What follows belongs to an exercise in optimizing a design on an open flow for small area, a short achievable clock period and few clock cycles; a production flow would make more cautious choices.
At most, simulation tests tie the RTL to the original design; equivalence was not proved.
Power is estimated from default activity; no workload was simulated.

Setup of lane 1:
==> flow/design.v (excerpt) <==
module cpu(
           input        clk,
           input        reset,
           input        prog_we,     
           input  [3:0] prog_addr,   
           input  [7:0] prog_data,   
           output [7:0] out,
           output       out_valid,   
           output       halt_o);
Size in the first run: roughly 860 cells after synthesis, about 0.0093 mm² of cells after synthesis.
export LEC_CHECK = 0
export CAP_MARGIN = 20
export CORE_MARGIN = 2
export CORE_UTILIZATION = 40
export CTS_BUF_LIST = sky130_fd_sc_hd__clkbuf_4 sky130_fd_sc_hd__clkbuf_8
export SETUP_SLACK_MARGIN = 2.5
export SLEW_MARGIN = 20
export TNS_END_PERCENT = 5
create_clock -name core_clock -period 4.5 [get_ports {clk}]
standard.sh (not shown) runs the stock make flow with config.mk's settings and CLKGATE_MAP_FILE= SYNTH_SCRIPT=/design/flow/synth_recipe.tcl, a recipe that flattens the netlist after the stock synthesis.
==> flow/flow/run.sh <==
#!/bin/bash
# Standard layout (standard synthesis unchanged), with two ORFS settings changed:
# - port buffers are sky130_fd_sc_hd__buf_2 instead of the default choice
#   (a slow delay cell), every port still gets its buffer;
# - the resizer may change a gate's size to one with another footprint.
set -euo pipefail
bash standard.sh MATCH_CELL_FOOTPRINT=0 "BUFFER_PORTS_ARGS=-buffer_cell sky130_fd_sc_hd__buf_2" finish > make_finish.log 2>&1
Testbench counts of lane 1, summed over its fixed seeds: cycles 34,401.
### lane 1 -> lane 3
# lane 1
export LEC_CHECK = 0
export CAP_MARGIN = 20
export CORE_MARGIN = 2
export CORE_UTILIZATION = 40
export CTS_BUF_LIST = sky130_fd_sc_hd__clkbuf_4 sky130_fd_sc_hd__clkbuf_8
export SETUP_SLACK_MARGIN = 2.5
export SLEW_MARGIN = 20
export TNS_END_PERCENT = 5
create_clock -name core_clock -period 4.5 [get_ports {clk}]
# lane 3
export LEC_CHECK = 0
export CAP_MARGIN = 20
export CORE_MARGIN = 2
export CORE_UTILIZATION = 55
export CTS_BUF_LIST = sky130_fd_sc_hd__clkbuf_4 sky130_fd_sc_hd__clkbuf_8
export SETUP_SLACK_MARGIN = 2.5
export SLEW_MARGIN = 20
export TNS_END_PERCENT = 1
create_clock -name core_clock -period 4.5 [get_ports {clk}]
==> flow/run.sh (new file) <==
#!/bin/bash
# synth_recipe.tcl (not shown) runs the flow's synth.tcl, then flattens the netlist and writes it again
# the make line also repeats each setting of config.mk as NAME=value (left out here)
make -C /OpenROAD-flow-scripts/flow DESIGN_CONFIG=/design/flow/config.mk WORK_HOME=/design/flow/orfs CLKGATE_MAP_FILE= SYNTH_SCRIPT=/design/flow/synth_recipe.tcl finish
removed: flow/flow/run.sh
removed: flow/standard.sh
Results
Lane 3 | stages: all done | timing, DRC, antenna: all pass
Lower via count normalized by instance count was reported by lane 1, not lane 3.
Re clock group share of total power: lane 1 and lane 3 aren't equal, and the lower value belongs to lane 3.
Relative to lane 1, number of non-clock buffers has gone down in lane 3.
Compared with lane 1, lane 3 shows a higher total routing usage reported by global routing.
Detailed placer's ending HPWL is lower on lane 1
Flip-flop and latch power (lane 3 over lane 1): increase, about 2%
Lane 3 against lane 1: share of the core filled with cells went up by 17 points, minimum clock period after layout +0.058 ns, total routed wirelength moved up, clock power lower.

* * *

== run 1 ==
The RTL this note starts from:
==> flow/design.v <==
module cpu(
           input        clk,
           input        reset,
           input        prog_we,     
           input  [3:0] prog_addr,   
           input  [7:0] prog_data,   
           output [7:0] out,
           output       out_valid,   
           output       halt_o);     
   reg [7:0]  mem [0:15];
   reg [7:0]  ir;       
   reg [3:0]  pc;       
   reg [7:0]  opr;      
   reg        e_ld;     
   reg        e_ar;     
   reg        e_sub;
   reg        e_sta;    
   reg        e_out;
   reg        e_hlt;
   reg [7:0]  a;
   reg        c, z;
   reg [7:0]  oreg;
   reg        ovalid;
   reg        halted;
   wire [7:0] ag = a & opr;
   wire [7:0] ap = a ^ opr;
   wire [8:0] cy;                     
   assign cy[0] = e_sub;
   wire g0  = ag[0] | (ap[0] & e_sub);             
   wire g10 = ag[1] | (ap[1] & g0);                
   wire g32 = ag[3] | (ap[3] & ag[2]);
   wire p32 = ap[3] & ap[2];
   wire g54 = ag[5] | (ap[5] & ag[4]);
   wire p54 = ap[5] & ap[4];
   wire g76 = ag[7] | (ap[7] & ag[6]);
   wire p76 = ap[7] & ap[6];
   wire g30 = g32 | (p32 & g10);                    
   wire g74 = g76 | (p76 & g54);
   wire p74 = p76 & p54;
   assign cy[1] = g0;
   assign cy[2] = g10;
   assign cy[3] = ag[2] | (ap[2] & g10);
   assign cy[4] = g30;
   assign cy[5] = ag[4] | (ap[4] & g30);
   assign cy[6] = g54 | (p54 & g30);
   assign cy[7] = ag[6] | (ap[6] & cy[6]);
   assign cy[8] = g74 | (p74 & g30);
   wire [8:0] sum = {cy[8], ap ^ cy[7:0]};
   wire       c_new = sum[8] ^ e_sub;
   wire [7:0] kin = {a[6:0] | opr[6:0], e_sub};
   wire       z_new = &(~(a ^ opr ^ kin));
   wire       c_f = e_ar ? c_new : c;
   wire       z_f = e_ar ? z_new : z;
   wire [3:0] op = ir[7:4];
   wire [3:0] n  = ir[3:0];
   wire d_lda = (op == 4'h1);
   wire d_add = (op == 4'h2);
   wire d_sub = (op == 4'h3);
   wire d_sta = (op == 4'h4);
   wire d_ldi = (op == 4'h5);
   wire d_jmp = (op == 4'h6);
   wire d_jc  = (op == 4'h7);
   wire d_jz  = (op == 4'h8);
   wire d_out = (op == 4'he);
   wire d_hlt = (op == 4'hf);
   wire hold  = d_hlt | (op >= 4'h9 && op <= 4'hd);
   wire [7:0] rd_n = (e_sta && opr[3:0] == n) ? a : mem[n];
   wire [7:0] rd_p = (e_sta && opr[3:0] == pc) ? a : mem[pc];
   wire taken = d_jmp | (d_jc & c_f) | (d_jz & z_f);
   wire [3:0] n_inc  = {n[3] ^ (&n[2:0]), n[2] ^ (&n[1:0]), n[1] ^ n[0], ~n[0]};
   wire [3:0] pc_inc = {pc[3] ^ (&pc[2:0]), pc[2] ^ (&pc[1:0]), pc[1] ^ pc[0], ~pc[0]};
   wire stall = d_sta && (n == pc);
   always @(posedge clk) begin
      if (reset) begin
         ir <= 8'h00;
         pc <= 4'd0;
      end else if (!hold) begin
         if (stall) begin
            ir <= 8'h00;
         end else if (taken) begin
            ir <= rd_n;
            pc <= n_inc;
         end else begin
            ir <= rd_p;
            pc <= pc_inc;
         end
      end
   end
   always @(posedge clk) begin
      if (reset) begin
         e_ld  <= 1'b0;
         e_ar  <= 1'b0;
         e_sub <= 1'b0;
         e_sta <= 1'b0;
         e_out <= 1'b0;
         e_hlt <= 1'b0;
      end else begin
         e_ld  <= d_lda | d_ldi;
         e_ar  <= d_add | d_sub;
         e_sub <= d_sub;
         e_sta <= d_sta;
         e_out <= d_out;
         e_hlt <= d_hlt;
      end
      opr <= (d_ldi | d_sta) ? {4'b0, n} : (d_sub ? ~rd_n : rd_n);
   end
   always @(posedge clk) begin
      if (reset) begin
         a <= 8'd0;
         c <= 1'b0;
         z <= 1'b0;
         oreg <= 8'd0;
         ovalid <= 1'b0;
         halted <= 1'b0;
      end else begin
         if (e_ld)
           a <= opr;
         else if (e_ar)
           a <= sum[7:0];
         if (e_ar) begin
            c <= c_new;
            z <= z_new;
         end
         if (e_out)
           oreg <= a;
         ovalid <= e_out;
         if (e_hlt)
           halted <= 1'b1;
      end
   end
   wire       we    = reset ? prog_we : e_sta;
   wire [3:0] waddr = reset ? prog_addr : opr[3:0];
   wire [7:0] wdata = reset ? prog_data : a;
   always @(posedge clk)
     if (we)
       mem[waddr] <= wdata;
   assign out = oreg;
   assign out_valid = ovalid;
   assign halt_o = halted;
endmodule
make LEC_CHECK=0 CAP_MARGIN=20 CORE_MARGIN=2 CORE_UTILIZATION=40 SETUP_SLACK_MARGIN=3.0 SLEW_MARGIN=20 finish   # period 4.5 ns
run.sh (not shown) runs the stock make flow with config.mk's settings and CLKGATE_MAP_FILE= SYNTH_SCRIPT=/design/flow/synth_recipe.tcl, a recipe that flattens the netlist after the stock synthesis.
Stock flow here: none of the scripts above is used.
Run 1 finished every step from synthesis to the final layout, and the layout passed the timing, DRC and antenna checks.
What run 2 does differently from run 1 at the input level:
Settings: SETUP_SLACK_MARGIN: 3.0 -> 2.5.
[summary]
Diff run 1 -> run 2: total power down about 3.3%, wire length down 8.4%, maximum VDD drop down 9.2%.
Looking at count of clock-net buffers in the final layout, run 2 sits below run 1.
Of the two values seen for capturing instance or port of the critical path, a[7]$_SDFFE_PP0P_ was produced by run 2 and ir[2]$_SDFFE_PP0N_ by run 1.
No run of this note included a check of the RTL's function; only the layout flow was run.

## re-timing with driven ports
The flow's constraints put no driver on any port. The routed layouts listed below were extracted and timed again, unchanged, in two steps. Step 1 sets driving cells, clkbuf_16 on the clock port and buf_2 on the other inputs (assumed; they add their load-dependent delay and slew). Step 2 moves the port delays by t, midway between the first and last clock arrival at a register: inputs arrive t later, outputs are due t later. That takes back most of the time a late clock gives input paths. Three values: no drivers, after step 1, after step 2; two values: the first two.
run	shift t [ns]	setup WS [ns]	worst hold slack (ns)
lane 1	0.534	1.974 / 1.974 / 1.692	0.490 / 0.490 / 0.490
lane 3	0.512	1.917 / 1.917 / 1.500	0.488 / 0.488 / 0.488
run 1	0.481	1.736 / 1.736 / 1.736	0.449 / 0.449 / 0.449
run 2	0.486	1.788 / 1.788 / 1.788	0.454 / 0.454 / 0.454
After both steps setup and hold are still met in every run listed. The setup slack of lane 3, which loses most, moves by 0.000 ns with the drivers and by -0.417 ns with both steps.
